Context: an optimization exercise on an open-source flow, tuned for small area. The choices shown serve that exercise and are no tape-out recipe. At most, simulation tests tie the RTL to the original design; equivalence was not proved. Power figures rest on the tool's default switching activity, not on a simulated workload.

## tb_hw
module tb_hw (
    input clk,
    input rst,
    output out_test,
    input uart_rx,
    output rpi_tx,
    input sck_in,
    input ws_in,
    input sd_in,
    output out_test2,
    output [7:0] led
);
==> module tb_hw, before the edit <==
module tb_hw (
    input clk,
    input rst,
    output out_test,
    input uart_rx,
    output rpi_tx,
    input sck_in,
    input ws_in,
    input sd_in,
    output out_test2,
    output [7:0] led
);
    wire rstn = ~rst;
    reg uart_m, uart_s;
    reg sck_m, sck_s;
    reg ws_m, ws_s;
    reg sd_m, sd_s;
    always @(posedge clk) begin
        uart_m <= uart_rx & rstn;
        uart_s <= uart_m & rstn;
        sck_m  <= sck_in & rstn;
        sck_s  <= sck_m & rstn;
    end
    always @(posedge clk) begin
        ws_m <= ws_in; ws_s <= ws_m;
        sd_m <= sd_in; sd_s <= sd_m;
    end
    assign rpi_tx = uart_s;
    reg sck_d1, sck_d2;
    always @(posedge clk) begin
        sck_d1 <= sck_s & rstn;
        sck_d2 <= sck_d1 & rstn;
    end
    wire sck_p = sck_d1 & ~sck_d2;
    wire sck_n = ~sck_d1 & sck_d2;
    wire p_ld = sck_p & rstn;
    wire p_hd = ~sck_p & rstn;
    reg wsd, wsd1;
    always @(posedge clk) begin
        wsd  <= (ws_s & p_ld) | (wsd  & p_hd);
        wsd1 <= (wsd  & p_ld) | (wsd1 & p_hd);
    end
    wire wsp = wsd ^ wsd1;
    wire sample_clk = wsd1 & ~wsd;
    reg [3:0] counter;
    always @(posedge clk) begin
        if (rst) counter <= 4'd0;
        else if (sck_n) begin
            if (wsp) counter <= 4'd15;
            else if (counter != 4'd0) counter <= counter - 4'd1;
        end
    end
    reg [15:0] buffer;
    wire sd_r = sd_s & rstn;
    genvar gi;
    generate
        for (gi = 0; gi < 16; gi = gi + 1) begin : g_buf
            wire wr = rst | (sck_p & (counter == gi));
            always @(posedge clk) buffer[gi] <= wr ? sd_r : buffer[gi];
        end
    endgenerate
    reg [15:0] left_channel, right_channel;
    wire ld_l = sck_p & wsd & ~wsd1;
    wire ld_r = sck_p & sample_clk;
    wire l_ld = ld_l & rstn, l_hd = ~ld_l & rstn;
    wire r_ld = ld_r & rstn, r_hd = ~ld_r & rstn;
    always @(posedge clk) begin
        left_channel  <= (buffer & {16{l_ld}}) | (left_channel  & {16{l_hd}});
        right_channel <= (buffer & {16{r_ld}}) | (right_channel & {16{r_hd}});
    end
    reg [16:0] dac_l, dac_r;
    wire [16:0] dac_l_nx, dac_r_nx;
    wire pos_l = ~dac_l[16];
    wire pos_r = ~dac_r[16];
    rca #(17) u_add_l (.a(dac_l), .b({pos_l, ~left_channel[15],  left_channel[14:0]}),  .ci(pos_l), .s(dac_l_nx));
    rca #(17) u_add_r (.a(dac_r), .b({pos_r, ~right_channel[15], right_channel[14:0]}), .ci(pos_r), .s(dac_r_nx));
    always @(posedge clk) begin
        dac_l <= dac_l_nx | {17{rst}};
        dac_r <= dac_r_nx | {17{rst}};
    end
    assign out_test  = pos_l;
    assign out_test2 = pos_r;
    reg [30:0] ema;
    wire [15:0] ema_hi = ema[30:15];
    wire [16:0] ema_d;
    wire [15:0] ema_x  = right_channel & {16{sample_clk}};
    wire [15:0] ema_nh = ~(ema_hi & {16{sample_clk}});
    rca #(17) u_ema_sub (.a({ema_x[15], ema_x}), .b({ema_nh[15], ema_nh}), .ci(1'b1), .s(ema_d));
    wire s = ema_d[16];
    wire [18:0] dx  = {{2{s}}, ema_d};               
    wire [18:0] d4x = {ema_d[16:0], 2'b00};          
    wire [18:0] cs_s;                                 
    wire [18:0] cs_c;                                 
    assign cs_c[0] = 1'b0;
    generate
        for (gi = 0; gi < 18; gi = gi + 1) begin : g_csa
            assign cs_s[gi]   = ema[gi] ^ dx[gi] ^ d4x[gi];
            assign cs_c[gi+1] = (ema[gi] & dx[gi]) | (ema[gi] & d4x[gi]) | (dx[gi] & d4x[gi]);
        end
    endgenerate
    assign cs_s[18] = ema[18];
    wire [19:0] ema_lo_nx;
    rca #(20) u_ema_lo (.a({1'b0, cs_s}), .b({1'b0, cs_c}), .ci(1'b0), .s(ema_lo_nx));
    wire ema_inc = ema_lo_nx[19] & ~s;
    wire ema_dec = ~ema_lo_nx[19] & s;
    wire [11:0] ones, zeros;
    assign ones[0] = 1'b1;
    assign zeros[0] = 1'b1;
    generate
        for (gi = 1; gi < 12; gi = gi + 1) begin : g_pre
            assign ones[gi]  = ones[gi-1] & ema[18+gi];
            assign zeros[gi] = zeros[gi-1] & ~ema[18+gi];
        end
    endgenerate
    wire [11:0] ema_flip = ({12{ema_inc}} & ones) | ({12{ema_dec}} & zeros);
    wire [30:0] ema_nx = {ema[30:19] ^ ema_flip, ema_lo_nx[18:0]};
    always @(posedge clk) ema <= ema_nx & {31{rstn}};
    wire [14:0] mlo = ema_hi[14:0];
    wire neg = ema_hi[15];
    function automatic ge(input n, input [14:0] lo, input [15:0] t);
        ge = n ? (lo != 15'd0) && ({1'b0, lo} <= 16'd32768 - t) : ({1'b0, lo} >= t);
    endfunction
    wire [6:0] th = {ge(neg, mlo, 16'd29205), ge(neg, mlo, 16'd7336), ge(neg, mlo, 16'd1464),
                     ge(neg, mlo, 16'd368), ge(neg, mlo, 16'd93), ge(neg, mlo, 16'd19), ge(neg, mlo, 16'd5)};
    wire [2:0] lvl = {th[3], th[5] | (th[1] & ~th[3]), th[6] | (th[4] & ~th[5]) | (th[2] & ~th[3]) | (th[0] & ~th[1])};
    reg [2:0] lvl1, lvl2, lvl3;
    reg on;
    always @(posedge clk) begin
        lvl1 <= lvl & {3{rstn}};
        lvl2 <= lvl1 & {3{rstn}};
        lvl3 <= lvl2;
        on <= rstn;
    end
    wire [7:0] bar = {8{on}} & {lvl3 == 3'd7, lvl3 >= 3'd6, lvl3 >= 3'd5, lvl3 >= 3'd4,
                                lvl3 >= 3'd3, lvl3 >= 3'd2, lvl3 >= 3'd1, 1'b1};
    assign led = ~{bar[0], bar[1], bar[2], bar[3], bar[4], bar[5], bar[6], bar[7]};
endmodule
clock: 10.0 ns
lec_check: 0
cap_margin: 20
core_margin: 2
core_utilization: 55
slew_margin: 20
synth_memory_max_bits: 262144
standard.sh (not shown) runs the stock make flow with config.mk's settings and CLKGATE_MAP_FILE= SYNTH_SCRIPT=/design/flow/synth_recipe.tcl, a recipe that flattens the netlist after the stock synthesis.
==> flow/flow/run.sh <==
#!/bin/bash
# Standard ORFS layout with three changes: ports buffered with buf_1 cells,
# clock tree built from clkbuf_8 cells without dummy loads, and larger
# sink clusters.  Each tool's output is in orfs/logs; make's own output goes
# to flow_make.log.
set -euo pipefail
bash standard.sh \
  "BUFFER_PORTS_ARGS=-buffer_cell sky130_fd_sc_hd__buf_1" \
  "CTS_ARGS=-sink_clustering_enable -repair_clock_nets -dont_use_dummy_load -buf_list sky130_fd_sc_hd__clkbuf_4 -sink_clustering_size 20 -sink_clustering_max_diameter 60" \
  finish > flow_make.log 2>&1
Change:
--- a/flow/design.v
+++ b/flow/design.v
@@ -105,37 +105,36 @@
     wire [16:0] ema_d;
     wire [15:0] ema_x  = right_channel & {16{sample_clk}};
     wire [15:0] ema_nh = ~(ema_hi & {16{sample_clk}});
     rca #(17) u_ema_sub (.a({ema_x[15], ema_x}), .b({ema_nh[15], ema_nh}), .ci(1'b1), .s(ema_d));
     wire s = ema_d[16];
-    wire [18:0] dx  = {{2{s}}, ema_d};               
-    wire [18:0] d4x = {ema_d[16:0], 2'b00};          
-    wire [18:0] cs_s;                                 
-    wire [18:0] cs_c;                                 
+    wire [19:0] dx  = {{3{s}}, ema_d};              
+    wire [19:0] d4x = {s, ema_d[16:0], 2'b00};       
+    wire [19:0] cs_s;                                 
+    wire [20:0] cs_c;                                 
     assign cs_c[0] = 1'b0;
     generate
-        for (gi = 0; gi < 18; gi = gi + 1) begin : g_csa
+        for (gi = 0; gi < 20; gi = gi + 1) begin : g_csa
             assign cs_s[gi]   = ema[gi] ^ dx[gi] ^ d4x[gi];
             assign cs_c[gi+1] = (ema[gi] & dx[gi]) | (ema[gi] & d4x[gi]) | (dx[gi] & d4x[gi]);
         end
     endgenerate
-    assign cs_s[18] = ema[18];
-    wire [19:0] ema_lo_nx;
-    rca #(20) u_ema_lo (.a({1'b0, cs_s}), .b({1'b0, cs_c}), .ci(1'b0), .s(ema_lo_nx));
-    wire ema_inc = ema_lo_nx[19] & ~s;
-    wire ema_dec = ~ema_lo_nx[19] & s;
-    wire [11:0] ones, zeros;
+    wire [20:0] ema_lo_nx;
+    rca #(21) u_ema_lo (.a({1'b0, cs_s}), .b({1'b0, cs_c[19:0]}), .ci(1'b0), .s(ema_lo_nx));
+    wire ema_inc = ema_lo_nx[20] & ~s;
+    wire ema_dec = ~ema_lo_nx[20] & s;
+    wire [10:0] ones, zeros;
     assign ones[0] = 1'b1;
     assign zeros[0] = 1'b1;
     generate
-        for (gi = 1; gi < 12; gi = gi + 1) begin : g_pre
-            assign ones[gi]  = ones[gi-1] & ema[18+gi];
-            assign zeros[gi] = zeros[gi-1] & ~ema[18+gi];
+        for (gi = 1; gi < 11; gi = gi + 1) begin : g_pre
+            assign ones[gi]  = ones[gi-1] & ema[19+gi];
+            assign zeros[gi] = zeros[gi-1] & ~ema[19+gi];
         end
     endgenerate
-    wire [11:0] ema_flip = ({12{ema_inc}} & ones) | ({12{ema_dec}} & zeros);
-    wire [30:0] ema_nx = {ema[30:19] ^ ema_flip, ema_lo_nx[18:0]};
+    wire [10:0] ema_flip = ({11{ema_inc}} & ones) | ({11{ema_dec}} & zeros);
+    wire [30:0] ema_nx = {ema[30:20] ^ ema_flip, ema_lo_nx[19:0]};
     always @(posedge clk) ema <= ema_nx & {31{rstn}};
     wire [14:0] mlo = ema_hi[14:0];
     wire neg = ema_hi[15];
     function automatic ge(input n, input [14:0] lo, input [15:0] t);
         ge = n ? (lo != 15'd0) && ({1'b0, lo} <= 16'd32768 - t) : ({1'b0, lo} >= t);
Result:
- The new run ran to the end with no violations
- worst setup slack improves by 190 ps
- power is about the same
- area after synthesis went up by a few percent
- design area went up slightly
- sequential power is about the same
- maximum frequency went up slightly
- via count went down slightly
- clock-buffer cell count does not change
- routed wire length went down slightly
- first-iteration DRC count went down by a little under a tenth
- synthesized cell count went up slightly
- hold slack hardly moves
No functional check of the RTL was part of the second run of this note.


The RTL this note starts from:
==> flow/design.v <==
`default_nettype none
`default_nettype none
`default_nettype none
module fadd (
    input  a,
    input  b,
    input  c,
    output s,
    output co
);
    assign s  = a ^ b ^ c;
    assign co = (a & b) | (c & (a ^ b));
endmodule
module hadd (
    input  a,
    input  b,
    output s,
    output co
);
    assign s  = a ^ b;
    assign co = a & b;
endmodule
module ao22 (
    input  a,
    input  b,
    input  c,
    input  d,
    output y
);
    assign y = (a & b) | (c & d);
endmodule
module rca #(parameter N = 8) (
    input  [N-1:0] a,
    input  [N-1:0] b,
    input          ci,
    output [N-1:0] s,
    output         co
);
    wire [N:0] c;
    assign c[0] = ci;
    genvar i;
    generate
        for (i = 0; i < N; i = i + 1) begin : bit_
            fadd u_fa (.a(a[i]), .b(b[i]), .c(c[i]), .s(s[i]), .co(c[i+1]));
        end
    endgenerate
    assign co = c[N];
endmodule
`default_nettype none
module tb_hw (
    input clk,
    input rst,
    output out_test,
    input uart_rx,
    output rpi_tx,
    input sck_in,
    input ws_in,
    input sd_in,
    output out_test2,
    output [7:0] led
);
    wire rstn = ~rst;
    reg uart_m, uart_s;
    reg sck_m, sck_s;
    reg ws_m, ws_s;
    reg sd_m, sd_s;
    always @(posedge clk) begin
        uart_m <= uart_rx & rstn;
        uart_s <= uart_m & rstn;
        sck_m  <= sck_in & rstn;
        sck_s  <= sck_m & rstn;
    end
    always @(posedge clk) begin
        ws_m <= ws_in; ws_s <= ws_m;
        sd_m <= sd_in; sd_s <= sd_m;
    end
    assign rpi_tx = uart_s;
    reg sck_d1, sck_d2;
    always @(posedge clk) begin
        sck_d1 <= sck_s & rstn;
        sck_d2 <= sck_d1 & rstn;
    end
    wire sck_p = sck_d1 & ~sck_d2;
    wire sck_n = ~sck_d1 & sck_d2;
    wire p_ld = sck_p & rstn;
    wire p_hd = ~sck_p & rstn;
    reg wsd, wsd1;
    always @(posedge clk) begin
        wsd  <= (ws_s & p_ld) | (wsd  & p_hd);
        wsd1 <= (wsd  & p_ld) | (wsd1 & p_hd);
    end
    wire wsp = wsd ^ wsd1;
    wire sample_clk = wsd1 & ~wsd;
    reg [3:0] counter;
    always @(posedge clk) begin
        if (rst) counter <= 4'd0;
        else if (sck_n) begin
            if (wsp) counter <= 4'd15;
            else if (counter != 4'd0) counter <= counter - 4'd1;
        end
    end
    reg [15:0] buffer;
    wire sd_r = sd_s & rstn;
    genvar gi;
    generate
        for (gi = 0; gi < 16; gi = gi + 1) begin : g_buf
            wire wr = rst | (sck_p & (counter == gi));
            always @(posedge clk) buffer[gi] <= wr ? sd_r : buffer[gi];
        end
    endgenerate
    reg [15:0] left_channel, right_channel;
    wire ld_l = sck_p & wsd & ~wsd1;
    wire ld_r = sck_p & sample_clk;
    wire l_ld = ld_l & rstn, l_hd = ~ld_l & rstn;
    wire r_ld = ld_r & rstn, r_hd = ~ld_r & rstn;
    wire [15:0] left_nx, right_nx;
    generate
        for (gi = 0; gi < 16; gi = gi + 1) begin : g_chan
            ao22 u_l (.a(buffer[gi]), .b(l_ld), .c(left_channel[gi]),  .d(l_hd), .y(left_nx[gi]));
            ao22 u_r (.a(buffer[gi]), .b(r_ld), .c(right_channel[gi]), .d(r_hd), .y(right_nx[gi]));
        end
    endgenerate
    always @(posedge clk) begin
        left_channel  <= left_nx;
        right_channel <= right_nx;
    end
    reg [16:0] dac_l, dac_r;
    wire [15:0] dac_l_nx, dac_r_nx;
    wire dac_l_co, dac_r_co;
    wire pos_l = ~dac_l[16];
    wire pos_r = ~dac_r[16];
    rca #(16) u_add_l (.a(dac_l[15:0]), .b({~left_channel[15],  left_channel[14:0]}),  .ci(pos_l), .s(dac_l_nx), .co(dac_l_co));
    rca #(16) u_add_r (.a(dac_r[15:0]), .b({~right_channel[15], right_channel[14:0]}), .ci(pos_r), .s(dac_r_nx), .co(dac_r_co));
    always @(posedge clk) begin
        dac_l <= {~dac_l_co, dac_l_nx} | {17{rst}};
        dac_r <= {~dac_r_co, dac_r_nx} | {17{rst}};
    end
    assign out_test  = pos_l;
    assign out_test2 = pos_r;
    reg [30:0] ema;
    wire [15:0] ema_hi = ema[30:15];
    wire [16:0] ema_d;
    wire [15:0] ema_x  = right_channel & {16{sample_clk}};
    wire [15:0] ema_nh = ~(ema_hi & {16{sample_clk}});
    wire ema_sub_c1 = ema_x[0] | ema_nh[0];
    assign ema_d[0] = ~(ema_x[0] ^ ema_nh[0]);
    wire ema_sub_co;
    rca #(16) u_ema_sub (.a({ema_x[15], ema_x[15:1]}), .b({ema_nh[15], ema_nh[15:1]}), .ci(ema_sub_c1), .s(ema_d[16:1]), .co(ema_sub_co));
    wire s = ema_d[16];
    wire [18:0] dx  = {{2{s}}, ema_d};               
    wire [18:0] d4x = {ema_d[16:0], 2'b00};          
    wire [18:0] cs_s;                                 
    wire [18:0] cs_c;                                 
    assign cs_c[0] = 1'b0;
    generate
        for (gi = 0; gi < 2; gi = gi + 1) begin : g_csa_h
            hadd u_ha (.a(ema[gi]), .b(dx[gi]), .s(cs_s[gi]), .co(cs_c[gi+1]));
        end
        for (gi = 2; gi < 18; gi = gi + 1) begin : g_csa
            fadd u_fa (.a(ema[gi]), .b(dx[gi]), .c(d4x[gi]), .s(cs_s[gi]), .co(cs_c[gi+1]));
        end
    endgenerate
    assign cs_s[18] = ema[18];
    wire [19:0] ema_lo_nx;
    wire ema_lo_c2;
    assign ema_lo_nx[0] = cs_s[0];
    hadd u_ema_lo1 (.a(cs_s[1]), .b(cs_c[1]), .s(ema_lo_nx[1]), .co(ema_lo_c2));
    rca #(17) u_ema_lo (.a(cs_s[18:2]), .b(cs_c[18:2]), .ci(ema_lo_c2), .s(ema_lo_nx[18:2]), .co(ema_lo_nx[19]));
    wire ema_inc = ema_lo_nx[19] & ~s;
    wire ema_dec = ~ema_lo_nx[19] & s;
    wire [11:0] ones, zeros;
    assign ones[0] = 1'b1;
    assign zeros[0] = 1'b1;
    generate
        for (gi = 1; gi < 12; gi = gi + 1) begin : g_pre
            assign ones[gi]  = ones[gi-1] & ema[18+gi];
            assign zeros[gi] = zeros[gi-1] & ~ema[18+gi];
        end
    endgenerate
    wire [11:0] ema_flip = ({12{ema_inc}} & ones) | ({12{ema_dec}} & zeros);
    wire [30:0] ema_nx = {ema[30:19] ^ ema_flip, ema_lo_nx[18:0]};
    always @(posedge clk) ema <= ema_nx & {31{rstn}};
    wire [14:0] mlo = ema_hi[14:0];
    wire neg = ema_hi[15];
    function automatic ge(input n, input [14:0] lo, input [15:0] t);
        ge = n ? (lo != 15'd0) && ({1'b0, lo} <= 16'd32768 - t) : ({1'b0, lo} >= t);
    endfunction
    wire [6:0] th = {ge(neg, mlo, 16'd29205), ge(neg, mlo, 16'd7336), ge(neg, mlo, 16'd1464),
                     ge(neg, mlo, 16'd368), ge(neg, mlo, 16'd93), ge(neg, mlo, 16'd19), ge(neg, mlo, 16'd5)};
    wire [2:0] lvl = {th[3], th[5] | (th[1] & ~th[3]), th[6] | (th[4] & ~th[5]) | (th[2] & ~th[3]) | (th[0] & ~th[1])};
    reg [2:0] lvl1, lvl2, lvl3;
    reg on;
    always @(posedge clk) begin
        lvl1 <= lvl & {3{rstn}};
        lvl2 <= lvl1 & {3{rstn}};
        lvl3 <= lvl2;
        on <= rstn;
    end
    wire [7:0] bar = {8{on}} & {lvl3 == 3'd7, lvl3 >= 3'd6, lvl3 >= 3'd5, lvl3 >= 3'd4,
                                lvl3 >= 3'd3, lvl3 >= 3'd2, lvl3 >= 3'd1, 1'b1};
    assign led = ~{bar[0], bar[1], bar[2], bar[3], bar[4], bar[5], bar[6], bar[7]};
endmodule
Settings: LEC_CHECK=0, CAP_MARGIN=20, CORE_MARGIN=2, CORE_UTILIZATION=55, SLEW_MARGIN=20, SYNTH_HIERARCHICAL=1, SYNTH_MEMORY_MAX_BITS=262144, SYNTH_MINIMUM_KEEP_SIZE=0; clock period 10.0 ns.
Scripts as last shown in full above: flow/flow/run.sh
==> next run, changes <==
--- a/flow/design.v
+++ b/flow/design.v
@@ -157,7 +157,7 @@
             hadd u_ha (.a(ema[gi]), .b(dx[gi]), .s(cs_s[gi]), .co(cs_c[gi+1]));
         end
         for (gi = 2; gi < 18; gi = gi + 1) begin : g_csa
-            fadd u_fa (.a(ema[gi]), .b(dx[gi]), .c(d4x[gi]), .s(cs_s[gi]), .co(cs_c[gi+1]));
+            fadd u_fa (.a(ema[gi]), .b(d4x[gi]), .c(dx[gi]), .s(cs_s[gi]), .co(cs_c[gi+1]));
         end
     endgenerate
     assign cs_s[18] = ema[18];
@@ -165,7 +165,7 @@
     wire ema_lo_c2;
     assign ema_lo_nx[0] = cs_s[0];
     hadd u_ema_lo1 (.a(cs_s[1]), .b(cs_c[1]), .s(ema_lo_nx[1]), .co(ema_lo_c2));
-    rca #(17) u_ema_lo (.a(cs_s[18:2]), .b(cs_c[18:2]), .ci(ema_lo_c2), .s(ema_lo_nx[18:2]), .co(ema_lo_nx[19]));
+    rca #(17) u_ema_lo (.a(cs_c[18:2]), .b(cs_s[18:2]), .ci(ema_lo_c2), .s(ema_lo_nx[18:2]), .co(ema_lo_nx[19]));
     wire ema_inc = ema_lo_nx[19] & ~s;
     wire ema_dec = ~ema_lo_nx[19] & s;
     wire [11:0] ones, zeros;
Synthesized area is unchanged; register-to-register slack gains 0.03 ns; maximum frequency hardly moves; via count drops by 2.2%; worst hold slack gains 0.0092 ns; sequential share of layout area drops by 0.25 points; combinational power drops by about 2%; final area climbs by 0.66%.
Function was not checked in any run of this note: the RTL went through the layout flow alone.

what the ideal ports hide:
No port has a modelled driver above. Below, the same layouts with a new extraction and two added sets of constraints.
Step 1 assumes that a clkbuf_16 drives the clock port and a buf_2 every other input.
Step 2 times the ports against the registers' clock, not the clock port: input delays grow and output delays shrink by t, the midpoint of the rising clock arrivals with the driver on.
Slacks: ideal ports / drivers / drivers and shift; pairs: ideal ports / drivers.
run	shift t [ns]	setup WS [ns]	clock arrival spread, ns	pins driven straight from the clock port
the first run of note 1	0.553	0.152 / 0.152 / 0.152	0.042 / 0.041	1
the second run of note 1	0.555	0.339 / 0.339 / 0.339	0.031 / 0.031	1
the first run of note 2	0.562	0.188 / 0.188 / 0.188	0.031 / 0.031	1
the second run of note 2	0.535	0.214 / 0.214 / 0.214	0.056 / 0.056	1
After both steps setup and hold are still met in every run listed.
